Context: an optimization exercise on an open-source flow, tuned for small area. The choices shown serve that exercise and are no tape-out recipe. Where RTL was checked, it was by simulation tests only, not by an equivalence proof against the original. The clock input has no modelled driver; a real chip could not lean on it and would need a root buffer or a full tree. Power figures rest on the tool's default switching activity, not on a simulated workload.

==> module top_wrapper, before the edit <==
module top_wrapper (
    input  wire       clk,
    input  wire       rst_n,
    input  wire       start_sample,
    input  wire       din1,
    output wire       cs_n,
    output wire       sclk,
    output wire       dac_sclk,
    output wire       dac_cs,
    output wire       dac_mosi,
    output wire       tx
);
  wire rst = !rst_n;
  reg  [8:0] lf;
  reg        sc;
  wire       term = (lf == 9'd364);
  wire       E    = term & !sc;
  always @(posedge clk) begin
    if (rst | term) lf <= 9'd0;
    else            lf <= {lf[7:0], ~(lf[8] ^ lf[4])};
    if (rst)        sc <= 1'b0;
    else if (term)  sc <= ~sc;
  end
  assign sclk     = sc;
  assign dac_sclk = sc;
  reg  [4:0] as;
  reg        db;                  
  wire adc_w1 = (as == 5'd17);
  wire adc_w2 = (as == 5'd18);
  wire       aset = (as == 5'd19) | (&as & !start_sample);
  wire [4:0] at   = {&as[3:0], &as[2:0], &as[1:0], as[0], 1'b1};
  always @(posedge clk) begin
    if (rst) as <= 5'd31;
    else if (E) as <= (as ^ at) | {5{aset}};
    if (E) db <= din1;
  end
  assign cs_n = as[4];
  reg [4:0] ds;
  wire       dset = (ds == 5'd16) | (ds == 5'd30 & !start_sample);
  wire [4:0] dt   = {&ds[3:0], &ds[2:0], &ds[1:0], ds[0], 1'b1};
  always @(posedge clk) begin
    if (rst) ds <= 5'd30;
    else if (E) ds <= dset ? 5'd30 : (ds ^ dt);
  end
  assign dac_cs   = ds[4];
  assign dac_mosi = !ds[4] & (ds[3] | ds[2]);
  reg [3:0] u;
  reg       pb;           
  reg       nb;           
  reg       txr;
  reg  [3:0] w;
  reg        e, f;
  wire push = (adc_w1 | adc_w2) & !f;
  wire pop  = (u == 4'd0) & !e;
  wire w0   = (w == 4'd0);
  wire w15  = (w == 4'd15);
  wire push_only = push & !pop;
  wire pop_only  = pop & !push;
  wire wu = E & push_only & !w15;
  wire wd = E & pop_only;
  wire [3:0] wt = {(wu & w[0] & w[1] & w[2]) | (wd & !w[0] & !w[1] & !w[2]),
                   (wu & w[0] & w[1])        | (wd & !w[0] & !w[1]),
                   (wu & w[0])               | (wd & !w[0]),
                   wu | wd};
  always @(posedge clk) begin
    if (rst) begin
      w <= 4'd0; e <= 1'b0; f <= 1'b0;
    end else begin
      w <= w ^ wt;
      if (E) begin
        e <= !push_only & (w0 | !start_sample);
        f <= !pop_only & (w15 | !start_sample);
      end
    end
  end
  reg  [6:0] ph;
  wire       cy  = &ph[2:0];
  wire       pp  = E & pop;
  wire       pu  = cy & !pp;
  wire       pdn = pp & !cy;
  wire [6:0] pt  = {(pu & ph[3] & ph[4] & ph[5]) | (pdn & !ph[3] & !ph[4] & !ph[5]),
                    (pu & ph[3] & ph[4])         | (pdn & !ph[3] & !ph[4]),
                    (pu & ph[3])                 | (pdn & !ph[3]),
                    pu | pdn,
                    ph[1] & ph[0], ph[0], 1'b1};
  always @(posedge clk) begin
    if (rst) ph <= 7'd0;
    else     ph <= ph ^ pt;
  end
  reg  [127:0] R;
  reg  [3:0]   hr;                            
  wire [2:0]   bi   = ph[2:0];
  wire         atw  = (ph[6:3] == w);
  wire         wlo  = atw & (as[4:3] == 2'b01) & (bi == ~as[2:0]);
  wire         whi  = atw & adc_w2 & !(w15 & pb);
  wire         rin  = wlo ? db : whi ? (!bi[2] & hr[3]) : R[127];
  wire         hin  = (as[4:2] == 3'b001 && ph[1:0] == ~as[1:0]) ? db : hr[3];
  always @(posedge clk) begin
    R  <= {R[126:0], rin};
    hr <= {hr[2:0], hin};
  end
  wire rd = !u[3] & (ph[6:3] == {4{pb}}) & (ph[2:0] == u[2:0]);
  always @(posedge clk) begin
    if (rd) nb <= R[127] & (pb | !w0);
    if (rst) begin
      u <= 4'd14; txr <= 1'b1;
    end else if (E) begin
      if (u == 4'd8) u <= 4'd14;
      else if (u != 4'd14 || !e) u <= u + 4'd1;
      txr <= u[3] | nb;
      pb  <= (u == 4'd0) ? !e : (pb & !u[3]);
    end
  end
  assign tx = txr;
endmodule
export LEC_CHECK = 0
export CAP_MARGIN = 20
export CORE_MARGIN = 2
export CORE_UTILIZATION = 70
export SLEW_MARGIN = 20
create_clock -name core_clock -period 10.0 [get_ports {clk}]
standard.sh (not shown) runs the stock make flow with config.mk's settings and CLKGATE_MAP_FILE= SYNTH_SCRIPT=/design/flow/synth_recipe.tcl, a recipe that flattens the netlist after the stock synthesis.
==> flow/flow/run.sh <==
#!/bin/bash
# Standard layout, except that the clock tree is built by flow/cts_tree.tcl:
# the clock port drives CTS_NLEAF buffers (through a root buffer if
# CTS_ROOT_CELL is set), each driving one group of flip-flops chosen by
# position; and the ports are buffered with the smallest buffer.
set -euo pipefail
export PRE_CTS_TCL="$PWD/flow/cts_tree.tcl"
export CTS_NLEAF=9
export CTS_LEAF_CELL=sky130_fd_sc_hd__clkbuf_8
export CTS_ROOT_CELL=sky130_fd_sc_hd__clkbuf_16
export BUFFER_PORTS_ARGS="-inputs -outputs -buffer_cell sky130_fd_sc_hd__buf_1"
bash standard.sh > standard.log 2>&1
Other scripts of this flow, unchanged in this note and not shown: flow/flow/cts_tree.tcl
==> next run, changes <==
--- a/flow/design.v
+++ b/flow/design.v
@@ -102,14 +102,17 @@
   wire rd = !u[3] & (ph[6:3] == {4{pb}}) & (ph[2:0] == u[2:0]);
   always @(posedge clk) begin
     if (rd) nb <= R[127] & (pb | !w0);
     if (rst) begin
-      u <= 4'd14; txr <= 1'b1;
+      u <= 4'd9; txr <= 1'b1;
     end else if (E) begin
-      if (u == 4'd8) u <= 4'd14;
-      else if (u != 4'd14 || !e) u <= u + 4'd1;
-      txr <= u[3] | nb;
-      pb  <= (u == 4'd0) ? !e : (pb & !u[3]);
+      if (u == 4'd9) begin
+        if (!e) u <= 4'd15;
+      end else u <= u + 4'd1;
+      if (!u[3]) txr <= nb;
+      else if (u == 4'd8) txr <= 1'b1;
+      if (u == 4'd15) pb <= 1'b0;
+      else if (u == 4'd0) pb <= !e;
     end
   end
   assign tx = txr;
 endmodule
Outcome:
- worst setup slack loses 0.060 ns
- die area grows by 2.0%
- cell count climbs by 5.0%
- hold slack loses 0.014 ns
- sequential share of layout area shrinks by 1.5 points
- global-route usage rose by 0.17 points
- wire length climbs by 0.35%
- clock power hardly moves
- cell area went up by 2.2%
- register-to-register slack is better by 0.48 ns
- first-iteration DRC count came out lower by 3.1%
Function not checked in the second run of this note: the RTL went through the layout flow alone. No run of this note takes its clock network from TritonCTS; it comes from the design's own scripts or RTL.

* * *

The RTL this note starts from:
==> flow/design.v <==
module top_wrapper (
    input  wire       clk,
    input  wire       rst_n,
    input  wire       start_sample,
    input  wire       din1,
    output wire       cs_n,
    output wire       sclk,
    output wire       dac_sclk,
    output wire       dac_cs,
    output wire       dac_mosi,
    output wire       tx
);
  wire rst = !rst_n;
  reg  [8:0] lf;
  reg        sc;
  wire       term = (lf == 9'd364);
  wire       E    = term & !sc;
  always @(posedge clk) begin
    if (rst | term) lf <= 9'd0;
    else            lf <= {lf[7:0], ~(lf[8] ^ lf[4])};
    if (rst)        sc <= 1'b0;
    else if (term)  sc <= ~sc;
  end
  assign sclk     = sc;
  assign dac_sclk = sc;
  reg  [4:0] as;
  reg        db;                  
  wire adc_w1 = (as == 5'd17);
  wire adc_w2 = (as == 5'd18);
  wire       aset = (as == 5'd19) | (&as & !start_sample);
  wire [4:0] at   = {&as[3:0], &as[2:0], &as[1:0], as[0], 1'b1};
  always @(posedge clk) begin
    if (rst) as <= 5'd31;
    else if (E) as <= (as ^ at) | {5{aset}};
    if (E) db <= din1;
  end
  assign cs_n = as[4];
  reg [4:0] ds;
  wire       dset = (ds == 5'd16) | (ds == 5'd30 & !start_sample);
  wire [4:0] dt   = {&ds[3:0], &ds[2:0], &ds[1:0], ds[0], 1'b1};
  always @(posedge clk) begin
    if (rst) ds <= 5'd30;
    else if (E) ds <= dset ? 5'd30 : (ds ^ dt);
  end
  assign dac_cs   = ds[4];
  assign dac_mosi = !ds[4] & (ds[3] | ds[2]);
  reg       ug, ux;       
  reg [8:0] sr;           
  reg       txr;
  reg  [3:0] w;
  reg        e, f;
  wire push = (adc_w1 | adc_w2) & !f;
  wire pop  = ux & sr[8] & !e;
  wire w0   = (w == 4'd0);
  wire w15  = (w == 4'd15);
  wire push_only = push & !pop;
  wire pop_only  = pop & !push;
  wire wu = E & push_only & !w15;
  wire wd = E & pop_only;
  wire [3:0] wt = {(wu & w[0] & w[1] & w[2]) | (wd & !w[0] & !w[1] & !w[2]),
                   (wu & w[0] & w[1])        | (wd & !w[0] & !w[1]),
                   (wu & w[0])               | (wd & !w[0]),
                   wu | wd};
  always @(posedge clk) begin
    if (rst) begin
      w <= 4'd0; e <= 1'b0; f <= 1'b0;
    end else begin
      w <= w ^ wt;
      if (E) begin
        e <= !push_only & (w0 | !start_sample);
        f <= !pop_only & (w15 | !start_sample);
      end
    end
  end
  reg [6:0] ph;
  reg       pend, act;
  wire      ph_last = &ph;
  wire       cy  = &ph[2:0];
  wire       pp  = E & pop;
  wire       pu  = cy & !pp;
  wire       pdn = pp & !cy;
  wire [6:0] pt  = {(pu & ph[3] & ph[4] & ph[5]) | (pdn & !ph[3] & !ph[4] & !ph[5]),
                    (pu & ph[3] & ph[4])         | (pdn & !ph[3] & !ph[4]),
                    (pu & ph[3])                 | (pdn & !ph[3]),
                    pu | pdn,
                    ph[1] & ph[0], ph[0], 1'b1};
  always @(posedge clk) begin
    if (rst) begin
      ph <= 7'd0; pend <= 1'b1; act <= 1'b0;
    end else begin
      ph <= ph ^ pt;
      if (ph_last) act <= pend;
      if (E) pend <= 1'b1;
      else if (ph_last) pend <= 1'b0;
    end
  end
  reg  [127:0] R;
  reg  [3:0]   hr;                            
  wire [2:0]   bi   = ph[2:0];
  wire         atw  = (ph[6:3] == w);
  wire         wlo  = atw & (as[4:3] == 2'b01) & (bi == ~as[2:0]);
  wire         whi  = atw & adc_w2;
  wire         rin  = wlo ? db : whi ? (!bi[2] & hr[3]) : R[127];
  wire         hin  = (as[4:2] == 3'b001 && ph[1:0] == ~as[1:0]) ? db : hr[3];
  always @(posedge clk) begin
    R  <= {R[126:0], rin};
    hr <= {hr[2:0], hin};
  end
  wire cap  = act & ug & (ph[6:3] == 4'd0);
  always @(posedge clk) begin
    if (cap | (E & ux)) sr[7:0] <= {cap ? (!w0 & R[127]) : sr[8], sr[7:1]};
    if (cap) sr[8] <= 1'b1;
    else if (E & ux) sr[8] <= 1'b0;
    if (rst) begin
      ug <= 1'b0; ux <= 1'b0; txr <= 1'b1;
    end else if (E) begin
      if (ug) begin
        ug <= 1'b0; ux <= 1'b1;
      end else if (ux) begin
        if (sr[8:1] == 8'd0) begin ux <= 1'b0; txr <= 1'b1; end
        else txr <= sr[0];
      end else if (!e) begin
        ug <= 1'b1;
      end
    end
  end
  assign tx = txr;
endmodule
Settings: LEC_CHECK=0, CAP_MARGIN=20, CORE_MARGIN=2, CORE_UTILIZATION=40, SLEW_MARGIN=20; clock period 10.0 ns.
==> flow/flow/run.sh <==
#!/bin/bash
# Standard layout, except that the clock tree is built by flow/cts_tree.tcl:
# the clock port drives CTS_NLEAF buffers (through a root buffer if
# CTS_ROOT_CELL is set), each driving one group of flip-flops chosen by
# position; and the ports are buffered with the smallest buffer.
set -euo pipefail
export PRE_CTS_TCL="$PWD/flow/cts_tree.tcl"
export CTS_NLEAF=11
export CTS_LEAF_CELL=sky130_fd_sc_hd__clkbuf_8
export CTS_ROOT_CELL=sky130_fd_sc_hd__clkbuf_16
export BUFFER_PORTS_ARGS="-inputs -outputs -buffer_cell sky130_fd_sc_hd__buf_1"
bash standard.sh > standard.log 2>&1
Other scripts of this flow, unchanged in this note and not shown: flow/flow/cts_tree.tcl
Rerun with:
--- a/flow/design.v
+++ b/flow/design.v
@@ -105,24 +105,20 @@
   always @(posedge clk) begin
     R  <= {R[126:0], rin};
     hr <= {hr[2:0], hin};
   end
   wire cap  = act & ug & (ph[6:3] == 4'd0);
+  wire xe   = E & ux;
+  wire done = (sr[8:1] == 8'd0);
   always @(posedge clk) begin
-    if (cap | (E & ux)) sr[7:0] <= {cap ? (!w0 & R[127]) : sr[8], sr[7:1]};
-    if (cap) sr[8] <= 1'b1;
-    else if (E & ux) sr[8] <= 1'b0;
+    if (cap | xe) sr[7:0] <= {cap ? (!w0 & R[127]) : sr[8], sr[7:1]};
+    sr[8] <= cap | (sr[8] & !xe);
     if (rst) begin
       ug <= 1'b0; ux <= 1'b0; txr <= 1'b1;
     end else if (E) begin
-      if (ug) begin
-        ug <= 1'b0; ux <= 1'b1;
-      end else if (ux) begin
-        if (sr[8:1] == 8'd0) begin ux <= 1'b0; txr <= 1'b1; end
-        else txr <= sr[0];
-      end else if (!e) begin
-        ug <= 1'b1;
-      end
+      ug  <= !ug & !ux & !e;
+      ux  <= ug | (ux & !done);
+      if (ux) txr <= sr[0];
     end
   end
   assign tx = txr;
 endmodule
Effect: The new run completed without violations; clock skew is higher by 7.6 ps; routed wire length is lower by 1.4%; setup slack improved by 360 ps; sequential share of layout area is lower by 0.94 points; die area is higher by 0.97%; global-route usage is lower by 0.46 points; cell area is higher by 1.3%; via count is higher by 1.9%; cell count is higher by 1.2%; power is higher by 0.51%; hold slack got worse by 23 ps; first-iteration DRC count is lower by 3.0%; utilization is higher by 0.40 points; sequential cell count stays the same.
Function not checked in the second run of this note: the RTL went through the layout flow alone. No run of this note takes its clock network from TritonCTS; it comes from the design's own scripts or RTL.

* * *

RTL: the design.v shown in full above, as it stands there.
Settings: LEC_CHECK=0, CAP_MARGIN=20, CORE_MARGIN=2, CORE_UTILIZATION=70, SLEW_MARGIN=20; clock period 10.0 ns.
==> flow/flow/run.sh <==
#!/bin/bash
# Standard layout, except that the clock tree is built by flow/cts_tree.tcl:
# the clock port drives CTS_NLEAF buffers (through a root buffer if
# CTS_ROOT_CELL is set), each driving one group of flip-flops chosen by
# position; and the ports are buffered with the smallest buffer.
set -euo pipefail
export PRE_CTS_TCL="$PWD/flow/cts_tree.tcl"
export CTS_NLEAF=10
export CTS_LEAF_CELL=sky130_fd_sc_hd__clkbuf_8
export CTS_ROOT_CELL=sky130_fd_sc_hd__clkbuf_16
export BUFFER_PORTS_ARGS="-inputs -outputs -buffer_cell sky130_fd_sc_hd__buf_1"
bash standard.sh > standard.log 2>&1
Other scripts of this flow, unchanged in this note and not shown: flow/flow/cts_tree.tcl
The starting point finished clean.
Next try:
--- a/flow/design.v
+++ b/flow/design.v
@@ -41,19 +41,20 @@
   always @(posedge clk) begin
     if (rst) ds <= 5'd30;
     else if (E) ds <= dset ? 5'd30 : (ds ^ dt);
   end
   assign dac_cs   = ds[4];
   assign dac_mosi = !ds[4] & (ds[3] | ds[2]);
-  reg       ug, ux;       
-  reg [8:0] sr;           
+  reg [3:0] u;
+  reg       pb;           
+  reg       nb;           
   reg       txr;
   reg  [3:0] w;
   reg        e, f;
   wire push = (adc_w1 | adc_w2) & !f;
-  wire pop  = ux & sr[8] & !e;
+  wire pop  = (u == 4'd0) & !e;
   wire w0   = (w == 4'd0);
   wire w15  = (w == 4'd15);
   wire push_only = push & !pop;
   wire pop_only  = pop & !push;
   wire wu = E & push_only & !w15;
   wire wd = E & pop_only;
@@ -69,60 +70,46 @@
       if (E) begin
         e <= !push_only & (w0 | !start_sample);
         f <= !pop_only & (w15 | !start_sample);
       end
     end
   end
-  reg [6:0] ph;
-  reg       pend, act;
-  wire      ph_last = &ph;
+  reg  [6:0] ph;
   wire       cy  = &ph[2:0];
   wire       pp  = E & pop;
   wire       pu  = cy & !pp;
   wire       pdn = pp & !cy;
   wire [6:0] pt  = {(pu & ph[3] & ph[4] & ph[5]) | (pdn & !ph[3] & !ph[4] & !ph[5]),
                     (pu & ph[3] & ph[4])         | (pdn & !ph[3] & !ph[4]),
                     (pu & ph[3])                 | (pdn & !ph[3]),
                     pu | pdn,
                     ph[1] & ph[0], ph[0], 1'b1};
   always @(posedge clk) begin
-    if (rst) begin
-      ph <= 7'd0; pend <= 1'b1; act <= 1'b0;
-    end else begin
-      ph <= ph ^ pt;
-      if (ph_last) act <= pend;
-      if (E) pend <= 1'b1;
-      else if (ph_last) pend <= 1'b0;
-    end
+    if (rst) ph <= 7'd0;
+    else     ph <= ph ^ pt;
   end
   reg  [127:0] R;
   reg  [3:0]   hr;                            
   wire [2:0]   bi   = ph[2:0];
   wire         atw  = (ph[6:3] == w);
   wire         wlo  = atw & (as[4:3] == 2'b01) & (bi == ~as[2:0]);
-  wire         whi  = atw & adc_w2;
+  wire         whi  = atw & adc_w2 & !(w15 & pb);
   wire         rin  = wlo ? db : whi ? (!bi[2] & hr[3]) : R[127];
   wire         hin  = (as[4:2] == 3'b001 && ph[1:0] == ~as[1:0]) ? db : hr[3];
   always @(posedge clk) begin
     R  <= {R[126:0], rin};
     hr <= {hr[2:0], hin};
   end
-  wire cap  = act & ug & (ph[6:3] == 4'd0);
+  wire rd = !u[3] & (ph[6:3] == {4{pb}}) & (ph[2:0] == u[2:0]);
   always @(posedge clk) begin
-    if (cap | (E & ux)) sr[7:0] <= {cap ? (!w0 & R[127]) : sr[8], sr[7:1]};
-    if (cap) sr[8] <= 1'b1;
-    else if (E & ux) sr[8] <= 1'b0;
+    if (rd) nb <= R[127] & (pb | !w0);
     if (rst) begin
-      ug <= 1'b0; ux <= 1'b0; txr <= 1'b1;
+      u <= 4'd14; txr <= 1'b1;
     end else if (E) begin
-      if (ug) begin
-        ug <= 1'b0; ux <= 1'b1;
-      end else if (ux) begin
-        if (sr[8:1] == 8'd0) begin ux <= 1'b0; txr <= 1'b1; end
-        else txr <= sr[0];
-      end else if (!e) begin
-        ug <= 1'b1;
-      end
+      if (u == 4'd8) u <= 4'd14;
+      else if (u != 4'd14 || !e) u <= u + 4'd1;
+      txr <= u[3] | nb;
+      pb  <= (u == 4'd0) ? !e : (pb & !u[3]);
     end
   end
   assign tx = txr;
 endmodule
What happened: The changed run produced a clean layout. Cell count rises by 2.4%. Power decreases by 3.2%. Global-route usage rose by 0.47 points. Wire length rose by 0.69%. Via count rose by 2.9%. Setup slack degrades by 0.11 ns. Clock skew is higher by 0.012 ns. Worst hold slack improved by 0.0075 ns. Register-to-register slack gets worse by 0.04 ns. First-iteration DRC count came out higher by 23%. Final area decreases by 1.2%. Core utilization drops by 0.49 points. Synthesized cell count increases by 3.9%. Fmax went down by 3.1%.
In every run of this note, the design's own scripts or RTL, not TritonCTS, make the clock network.

-- what the ideal ports hide --
The results above use ideal ports. As a check the final layouts listed here were re-extracted and re-timed, cells and wires unchanged. Step 1 sets driving cells, clkbuf_16 on the clock port and buf_2 on the other inputs (assumed; they add their load-dependent delay and slew). Step 2 adds t to the input delays and takes it off the output delays; t is the mean of the earliest and latest rising clock arrival at the registers after step 1. Input paths then give back, and output paths get back, about the clock's delay inside the block. Three values: ideal ports, drivers, drivers and shift; two values: the first two.
| run | t, ns | setup WS [ns] | latest minus earliest clock arrival (ns) | worst data-port slew with drivers (ns) |
|---|---|---|---|---|
| the first run of note 1 | 0.377 | 6.517 / 6.523 / 6.146 | 0.029 / 0.029 | 0.03 |
| the second run of note 1 | 0.373 | 6.458 / 6.461 / 6.088 | 0.021 / 0.022 | 0.03 |
| the first run of note 2 | 0.375 | 6.571 / 6.577 / 6.202 | 0.026 / 0.026 | 0.03 |
| the second run of note 2 | 0.377 | 6.927 / 6.894 / 6.808 | 0.036 / 0.036 | 0.04 |
| the first run of note 3 | 0.369 | 6.580 / 6.582 / 6.213 | 0.029 / 0.030 | 0.04 |
| the second run of note 3 | 0.365 | 6.471 / 6.477 / 6.112 | 0.041 / 0.042 | 0.03 |
After both steps setup and hold are still met in every run listed. For the first run of note 1, which loses most, drivers alone change the setup slack by +0.006 ns; drivers and shift together by -0.371 ns.
